What follows belongs to an exercise in optimizing a design on an open flow for small area, a short achievable clock period and few clock cycles; a production flow would make more cautious choices. RTL that was checked went through simulation tests only; none was proved equivalent to the original. Power figures rest on the tool's default switching activity, not on a simulated workload.

north:
==> flow/design.v <==
module shifter(in, shift, sout);
  input [15:0] in;
  input [1:0] shift;
  output reg [15:0] sout;
  always @(*)
    case (shift)
      2'b00: sout = in;
      2'b01: sout = {in[14:0], 1'b0};
      2'b10: sout = {1'b0, in[15:1]};
      default: sout = {in[15], in[15:1]};
    endcase
endmodule
module ALUpg(Ain, Bin, is_alu, ALUop, T, G, e);
  input [15:0] Ain, Bin;
  input is_alu;
  input [1:0] ALUop;
  output [15:0] T, G;
  output e;
  wire is_and = is_alu & (ALUop == 2'b10);
  wire use_a  = is_alu & (ALUop != 2'b11);
  wire binv   = is_alu & ALUop[0];
  wire cin    = is_alu & (ALUop == 2'b01);
  wire [15:0] a  = use_a ? Ain : 16'd0;
  wire [15:0] bb = binv ? ~Bin : Bin;
  wire [15:0] t = is_and ? (Ain & Bin) : (a | bb);
  wire [15:0] g = is_and ? 16'd0 : (a & bb);
  wire p0 = (is_alu & ~ALUop[1]) ? (Ain[0] ^ Bin[0]) : (t[0] & ~g[0]);
  wire g0 = cin ? (Ain[0] | ~Bin[0]) : g[0];
  wire p15 = t[15] & ~g[15];
  assign T = {p15, t[14:1], p0};
  assign G = {p15 ^ Ain[15], g[14:1], g0};
  assign e = is_alu & ~(Ain[15] ^ Bin[15]);
endmodule
module ALUsum(T, G, out, Z, c15);
  input [15:0] T, G;
  output [15:0] out;
  output Z, c15;
  wire [15:0] p = {T[15], T[14:1] & ~G[14:1], T[0]};
  wire [15:0] g0 = {1'b0, G[14:0]};
  wire [15:0] p0 = {1'b0, T[14:1], 1'b0};
  wire [15:0] g1, p1, g2, p2, g3, p3, g4, p4;
  genvar i;
  generate
    for (i = 0; i < 16; i = i + 1) begin : l1
      if (i % 2 == 1) begin
        assign g1[i] = g0[i] | (p0[i] & g0[i-1]);
        assign p1[i] = p0[i] & p0[i-1];
      end else begin
        assign g1[i] = g0[i];
        assign p1[i] = p0[i];
      end
    end
    for (i = 0; i < 16; i = i + 1) begin : l2
      if (i % 4 >= 2) begin
        assign g2[i] = g1[i] | (p1[i] & g1[(i/4)*4+1]);
        assign p2[i] = p1[i] & p1[(i/4)*4+1];
      end else begin
        assign g2[i] = g1[i];
        assign p2[i] = p1[i];
      end
    end
    for (i = 0; i < 16; i = i + 1) begin : l3
      if (i % 8 >= 4) begin
        assign g3[i] = g2[i] | (p2[i] & g2[(i/8)*8+3]);
        assign p3[i] = p2[i] & p2[(i/8)*8+3];
      end else begin
        assign g3[i] = g2[i];
        assign p3[i] = p2[i];
      end
    end
    for (i = 0; i < 16; i = i + 1) begin : l4
      if (i >= 8) begin
        assign g4[i] = g3[i] | (p3[i] & g3[7]);
        assign p4[i] = p3[i] & p3[7];
      end else begin
        assign g4[i] = g3[i];
        assign p4[i] = p3[i];
      end
    end
  endgenerate
  assign out = {p[15:1] ^ g4[14:0], p[0]};
  assign c15 = g4[14];
  assign Z = ~p[0] & ~(p[1] ^ G[0]) & ~|(p[15:2] ^ T[14:1]);
endmodule
module regfile(clk, write, writenum, data_in, readnum_a, data_a, readnum_b, data_b);
  input clk, write;
  input [2:0] writenum, readnum_a, readnum_b;
  input [15:0] data_in;
  output [15:0] data_a, data_b;
  reg [15:0] R0, R1, R2, R3, R4, R5, R6, R7;
  always @(posedge clk)
    if (write)
      case (writenum)
        3'd0: R0 <= data_in;
        3'd1: R1 <= data_in;
        3'd2: R2 <= data_in;
        3'd3: R3 <= data_in;
        3'd4: R4 <= data_in;
        3'd5: R5 <= data_in;
        3'd6: R6 <= data_in;
        3'd7: R7 <= data_in;
      endcase
  function [15:0] rd;
    input [2:0] n;
    input [15:0] r0, r1, r2, r3, r4, r5, r6, r7;
    case (n)
      3'd0: rd = r0;
      3'd1: rd = r1;
      3'd2: rd = r2;
      3'd3: rd = r3;
      3'd4: rd = r4;
      3'd5: rd = r5;
      3'd6: rd = r6;
      default: rd = r7;
    endcase
  endfunction
  assign data_a = rd(readnum_a, R0, R1, R2, R3, R4, R5, R6, R7);
  assign data_b = rd(readnum_b, R0, R1, R2, R3, R4, R5, R6, R7);
endmodule
module cpu(clk, reset, s, load, in, out, N, V, Z, w);
  input clk, reset, s, load;
  input [15:0] in;
  output [15:0] out;
  output N, V, Z, w;
  reg [13:0] ir;
  always @(posedge clk)
    if (load) ir <= in[13:0];
  reg replay;
  always @(posedge clk)
    replay <= s & ~load;
  wire go = (s & load) | replay;
  wire [13:0] I = replay ? ir : in[13:0];
  wire       is_alu  = I[13];           
  wire       is_movi = ~I[13] & I[12];  
  wire [1:0] op = I[12:11];
  wire [2:0] rn = I[10:8];
  wire [1:0] sh = I[4:3];
  wire [2:0] rm = I[2:0];
  reg pw;
  always @(posedge clk)
    pw <= go;
  wire       pmovi = ~ir[13] & ir[12];
  wire [2:0] pwr = pmovi ? ir[10:8] : ir[7:5];
  wire [15:0] result;
  wire [15:0] wdata = pmovi ? {{8{ir[7]}}, ir[7:0]} : result;
  wire [15:0] ra, rb;
  regfile REGFILE(.clk(clk), .write(pw), .writenum(pwr), .data_in(wdata),
                  .readnum_a(rn), .data_a(ra), .readnum_b(rm), .data_b(rb));
  wire [15:0] a = (pw && pwr == rn) ? wdata : ra;
  wire [15:0] m = (pw && pwr == rm) ? wdata : rb;
  wire [15:0] b;
  shifter U1(.in(m), .shift(sh), .sout(b));
  wire [15:0] p_in, g_in;
  wire e_in;
  ALUpg U2(.Ain(a), .Bin(b), .is_alu(is_alu), .ALUop(op),
           .T(p_in), .G(g_in), .e(e_in));
  reg [15:0] P, G;
  reg e;
  always @(posedge clk)
    if (go & ~is_movi) begin
      P <= p_in;
      G <= g_in;
      e <= e_in;
    end
  wire zero, c15;
  ALUsum U3(.T(P), .G(G), .out(result), .Z(zero), .c15(c15));
  reg w_r;
  always @(posedge clk)
    w_r <= ~reset & ~(s & ~load);
  assign out = result;
  assign N = result[15];
  assign Z = zero;
  assign V = e & (c15 ^ G[15]);
  assign w = w_r;
endmodule
==> flow/config.mk <==
export PLATFORM = sky130hd
export DESIGN_NAME = cpu
export DESIGN_NICKNAME = cpu
export VERILOG_FILES = /design/flow/design.v
export SDC_FILE = /design/flow/constraint.sdc
export NUM_CORES = 4
export LEC_CHECK = 0
export ABC_AREA = 1
export CAP_MARGIN = 20
export CORE_MARGIN = 2
export CORE_UTILIZATION = 40
export CTS_BUF_LIST = sky130_fd_sc_hd__clkbuf_8
export SETUP_SLACK_MARGIN = 4.3
export SLEW_MARGIN = 20
==> flow/constraint.sdc <==
create_clock -name core_clock -period 8.0 [get_ports {clk}]
set_input_delay 1.6000 -clock core_clock [delete_from_list [all_inputs] [get_ports {clk}]]
set_output_delay 1.6000 -clock core_clock [all_outputs]
set_load 0.01 [all_outputs]
standard.sh (not shown) runs the stock make flow with config.mk's settings and CLKGATE_MAP_FILE= SYNTH_SCRIPT=/design/flow/synth_recipe.tcl, a recipe that flattens the netlist after the stock synthesis.
==> flow/flow/run.sh <==
#!/bin/bash
# The standard layout, with plain buf_2 cells as the port buffers (the
# default pick is a slow delay cell).
export BUFFER_PORTS_ARGS="-buffer_cell sky130_fd_sc_hd__buf_2"
bash standard.sh > standard.log 2>&1
Relative to north, the following input files were edited for south:
--- a/flow/design.v
+++ b/flow/design.v
@@ -23,9 +23,9 @@
   wire [15:0] a  = use_a ? Ain : 16'd0;
   wire [15:0] bb = binv ? ~Bin : Bin;
   wire [15:0] t = is_and ? (Ain & Bin) : (a | bb);
   wire [15:0] g = is_and ? 16'd0 : (a & bb);
-  wire p0 = (is_alu & ~ALUop[1]) ? (Ain[0] ^ Bin[0]) : (t[0] & ~g[0]);
+  wire p0 = cin ? (Ain[0] ^ Bin[0]) : (t[0] & ~g[0]);
   wire g0 = cin ? (Ain[0] | ~Bin[0]) : g[0];
   wire p15 = t[15] & ~g[15];
   assign T = {p15, t[14:1], p0};
   assign G = {p15 ^ Ain[15], g[14:1], g0};
Delta (south minus north): depth of the worst register-to-register path shows an increase of 3; part of the power in registers saw little to no change; final cell count shrank by 2.3%; area overhead of the layout relative to synthesis moved down; via count -about 4.4%.
The standard cells in south occupy less silicon area than those in north do.
The setup slack in south sits 0.045 ns above the value recorded for north.
south ended up with in[2] as its launch point of the worst path; north ended up with P[1]$_DFFE_PP_.
Between north and south, worst hold slack across all endpoints is higher for north, south comes in under that.
The run with more routed wire is north, not south.
Testbench counts of south, summed over its fixed seeds: cycles 3,200.
For north, only the layout was checked, not whether the RTL still works.

==> separate check: timing with driven ports <==
No port has a modelled driver above. Below, the same layouts with a new extraction and two added sets of constraints. Step 1: set_driving_cell puts a clkbuf_16 on clk and a buf_2 on each other input, an assumption about the parent block. Step 2 adds t to the input delays and takes it off the output delays; t is the mean of the earliest and latest rising clock arrival at the registers after step 1. Input paths then give back, and output paths get back, about the clock's delay inside the block. Slacks: no drivers / after step 1 / after step 2; pairs: no drivers / after step 1.
| run | t, ns | slack for setup (ns) | worst setup path after step 2 | clock arrival spread, ns |
|---|---|---|---|---|
| north | 0.510 | 4.288 / 4.248 / 3.913 | input to register | 0.014 / 0.013 |
| south | 0.520 | 4.333 / 4.337 / 3.835 | input to register | 0.014 / 0.014 |
After both steps every run listed still meets setup and hold. For south, which loses most, drivers alone change the setup slack by +0.004 ns; drivers and shift together by -0.498 ns.
